Context: an optimization exercise on an open-source flow, tuned for small area, a short achievable clock period and few clock cycles per item. The choices shown serve that exercise and are no tape-out recipe.
RTL that was checked went through simulation tests only; none was proved equivalent to the original.
Power and IR drop assume default switching activity.

Design seq_multiplier, start of the top module:
module seq_multiplier #(
    parameter N = 32
)(
    input  wire clk,
    input  wire rst,
    input  wire start,
    input  wire [N-1:0] multiplicand,
    input  wire [N-1:0] multiplier,
    output wire [2*N-1:0] product,
    output wire busy,
    output wire done
);
For scale: ~160 flip-flops, ~130 I/O pins.
clock: 4.5 ns
lec_check: 0
cap_margin: 20
core_margin: 2
core_utilization: 40
setup_slack_margin: 2.7
slew_margin: 20
tns_end_percent: 5
standard.sh (not shown) runs the stock make flow with config.mk's settings and CLKGATE_MAP_FILE= SYNTH_SCRIPT=/design/flow/synth_recipe.tcl, a recipe that flattens the netlist after the stock synthesis.
==> flow/flow/run.sh <==
#!/bin/bash
# Layout flow: the standard ORFS flow (standard.sh, the standard flow's synthesis script), with
#  - no adder-cell mapping (ADDER_MAP_FILE empty): full/half adders are left to abc as plain
#    gates instead of the slower sky130 fa/ha cells; registers are unchanged;
#  - port buffers made of sky130_fd_sc_hd__buf_2 instead of the default delay-cell buffers;
#  - clock tree synthesis without dummy load cells, with a clkbuf_16 root and clkbuf_8 leaves.
# make's full output goes to make_finish.log in the work folder; ORFS keeps each step's log
# under orfs/logs/.
set -euo pipefail
CTS="-sink_clustering_enable -repair_clock_nets -dont_use_dummy_load -root_buf sky130_fd_sc_hd__clkbuf_16 -buf_list sky130_fd_sc_hd__clkbuf_8"
bash standard.sh "ADDER_MAP_FILE=" "BUFFER_PORTS_ARGS=-buffer_cell sky130_fd_sc_hd__buf_2" "CTS_ARGS=$CTS" finish > make_finish.log 2>&1
test -f out/final.def
Change:
==> flow/flow/run.sh (replaced) <==
#!/bin/bash
# Layout flow: the standard ORFS flow (standard.sh, unchanged synthesis), with
#  - port buffers made of sky130_fd_sc_hd__buf_2 instead of the default delay-cell buffers;
#  - clock tree synthesis without dummy load cells, with a clkbuf_16 root and clkbuf_8 leaves.
# make's full output goes to make_finish.log in the work folder; ORFS keeps each step's log
# under orfs/logs/.
set -euo pipefail
CTS="-sink_clustering_enable -repair_clock_nets -dont_use_dummy_load -root_buf sky130_fd_sc_hd__clkbuf_16 -buf_list sky130_fd_sc_hd__clkbuf_8"
bash standard.sh "BUFFER_PORTS_ARGS=-buffer_cell sky130_fd_sc_hd__buf_2" "CTS_ARGS=$CTS" finish > make_finish.log 2>&1
test -f out/final.def
--- a/flow/config.mk
+++ b/flow/config.mk
@@ -9,3 +9,4 @@
 export CORE_MARGIN = 2
-export CORE_UTILIZATION = 40
+export CORE_UTILIZATION = 50
+export PLACE_DENSITY = 0.75
 export SETUP_SLACK_MARGIN = 2.7
Result: The changed run produced a clean layout; utilization rises by 14 points; power went down by 8.6%; fmax climbs by 2.9%; setup slack is better by 75 ps; die area went down by 25%; hold slack is worse by 11 ps.
Change:
--- a/flow/config.mk
+++ b/flow/config.mk
@@ -9,4 +9,3 @@
 export CORE_MARGIN = 2
-export CORE_UTILIZATION = 50
-export PLACE_DENSITY = 0.75
+export CORE_UTILIZATION = 40
 export SETUP_SLACK_MARGIN = 2.7
Effect: Utilization falls by 12 points. Cell count rises by about 4.4%. Global-route usage falls by 4.0 points. Routed wire length rises by 3.6%. Synthesized cell count is unchanged. Area after synthesis does not change. Power rises by about 1.1%.
No run of this note included a check of the RTL's function; only the layout flow was run.

* * *

Another version of the RTL of seq_multiplier (not shown whole).
For scale: ~870 cells after synthesis, roughly 170 flip-flops, about 130 I/O pins.
clock: 4.5 ns
lec_check: 0
cap_margin: 20
core_margin: 2
core_utilization: 40
setup_slack_margin: 2.6
slew_margin: 20
tns_end_percent: 10
==> flow/flow/run.sh <==
#!/bin/bash
# Layout flow: the standard ORFS flow (standard.sh, unchanged synthesis), with
#  - port buffers made of sky130_fd_sc_hd__buf_2 instead of the default delay-cell buffers;
#  - clock tree synthesis without dummy load cells, with larger sink clusters.
# make's full output goes to make_finish.log in the work folder; ORFS keeps each step's log
# under orfs/logs/.
set -euo pipefail
CTS="-sink_clustering_enable -repair_clock_nets -dont_use_dummy_load -sink_clustering_size 30 -buf_list sky130_fd_sc_hd__clkbuf_16"
bash standard.sh "BUFFER_PORTS_ARGS=-buffer_cell sky130_fd_sc_hd__buf_2" "CTS_ARGS=$CTS" finish > make_finish.log 2>&1
test -f out/final.def
The baseline completed with no timing, DRC or antenna violations.
Testbench counts at the start, summed over its fixed seeds: cycles 19,200, items 1,600.
Edit:
==> flow/flow/run.sh (replaced) <==
#!/bin/bash
# Layout flow: the standard ORFS flow (standard.sh, unchanged synthesis), with
#  - port buffers made of sky130_fd_sc_hd__buf_2 instead of the default delay-cell buffers;
#  - clock tree synthesis without dummy load cells, with a clkbuf_16 root and clkbuf_8 leaves;
#  - power recovery (downsizing of cells off the critical paths) after global routing.
# make's full output goes to make_finish.log in the work folder; ORFS keeps each step's log
# under orfs/logs/.
set -euo pipefail
CTS="-sink_clustering_enable -repair_clock_nets -dont_use_dummy_load -root_buf sky130_fd_sc_hd__clkbuf_16 -buf_list sky130_fd_sc_hd__clkbuf_8"
bash standard.sh "BUFFER_PORTS_ARGS=-buffer_cell sky130_fd_sc_hd__buf_2" "CTS_ARGS=$CTS" RECOVER_POWER=100 finish > make_finish.log 2>&1
test -f out/final.def
With this change the flow produced a layout that fails on capacitance limit, slew limit.
Sequential share of layout area came out higher by 0.64 points.
Power is lower by 5.5%.
Die area stays the same.
Hold slack stays flat.
Fmax goes down by 34%.
Register-to-register slack is worse by 1.1 ns.
Edit:
==> flow/flow/run.sh (replaced) <==
#!/bin/bash
# Layout flow: the standard ORFS flow (standard.sh, unchanged synthesis), with
#  - port buffers made of sky130_fd_sc_hd__buf_2 instead of the default delay-cell buffers;
#  - clock tree synthesis without dummy load cells, with a clkbuf_16 root and clkbuf_8 leaves.
# make's full output goes to make_finish.log in the work folder; ORFS keeps each step's log
# under orfs/logs/.
set -euo pipefail
CTS="-sink_clustering_enable -repair_clock_nets -dont_use_dummy_load -root_buf sky130_fd_sc_hd__clkbuf_16 -buf_list sky130_fd_sc_hd__clkbuf_8"
bash standard.sh "BUFFER_PORTS_ARGS=-buffer_cell sky130_fd_sc_hd__buf_2" "CTS_ARGS=$CTS" finish > make_finish.log 2>&1
test -f out/final.def
Settings changed: SETUP_SLACK_MARGIN 2.6 to 2.7, TNS_END_PERCENT 10 to 5.
Effect: The new run finished clean. Hold slack is about the same. Setup slack improves by 1.1 ns. Final cell count went down by about 0.6%. Wire length rises by about 0.9%. Die area stays the same. Fmax went up by 50%.

[separate check: timing with driven ports]
Ports are ideal in the flow. The routed layouts listed here were re-timed in OpenROAD.
Step 1 (the two cells are an assumption about what drives the block):
set clk [get_ports {clk}]
set_driving_cell -lib_cell sky130_fd_sc_hd__clkbuf_16 $clk
set_driving_cell -lib_cell sky130_fd_sc_hd__buf_2 [delete_from_list [all_inputs] $clk]
Step 2 adds t to the input delays and takes it off the output delays; t is the mean of the earliest and latest rising clock arrival at the registers after step 1. Input paths then give back, and output paths get back, about the clock's delay inside the block.
Three values: ideal ports, drivers, drivers and shift; two values: the first two.
run | t (ns) | setup WS [ns] | clock arrival spread, ns | slew at the worst register clock pin (ns) | worst data-port slew with drivers (ns)
the first run of note 1 | 0.427 | 1.840 / 1.840 / 1.840 | 0.051 / 0.051 | 0.12 / 0.12 | 0.04
the second run of note 1 | 0.412 | 1.915 / 1.915 / 1.900 | 0.033 / 0.033 | 0.09 / 0.09 | 0.05
the third run of note 1 | 0.411 | 2.010 / 2.010 / 1.842 | 0.036 / 0.036 | 0.10 / 0.10 | 0.07
the first run of note 2 | 0.458 | 2.411 / 2.434 / 1.976 | 0.037 / 0.036 | 0.08 / 0.08 | 0.07
the second run of note 2 | 0.416 | 1.358 / 1.358 / 1.358 | 0.048 / 0.048 | 0.11 / 0.11 | 0.08
the third run of note 2 | 0.424 | 2.411 / 2.423 / 1.999 | 0.050 / 0.050 | 0.12 / 0.12 | 0.07
For the first run of note 2, which loses most, drivers alone change the setup slack by +0.023 ns; drivers and shift together by -0.435 ns.
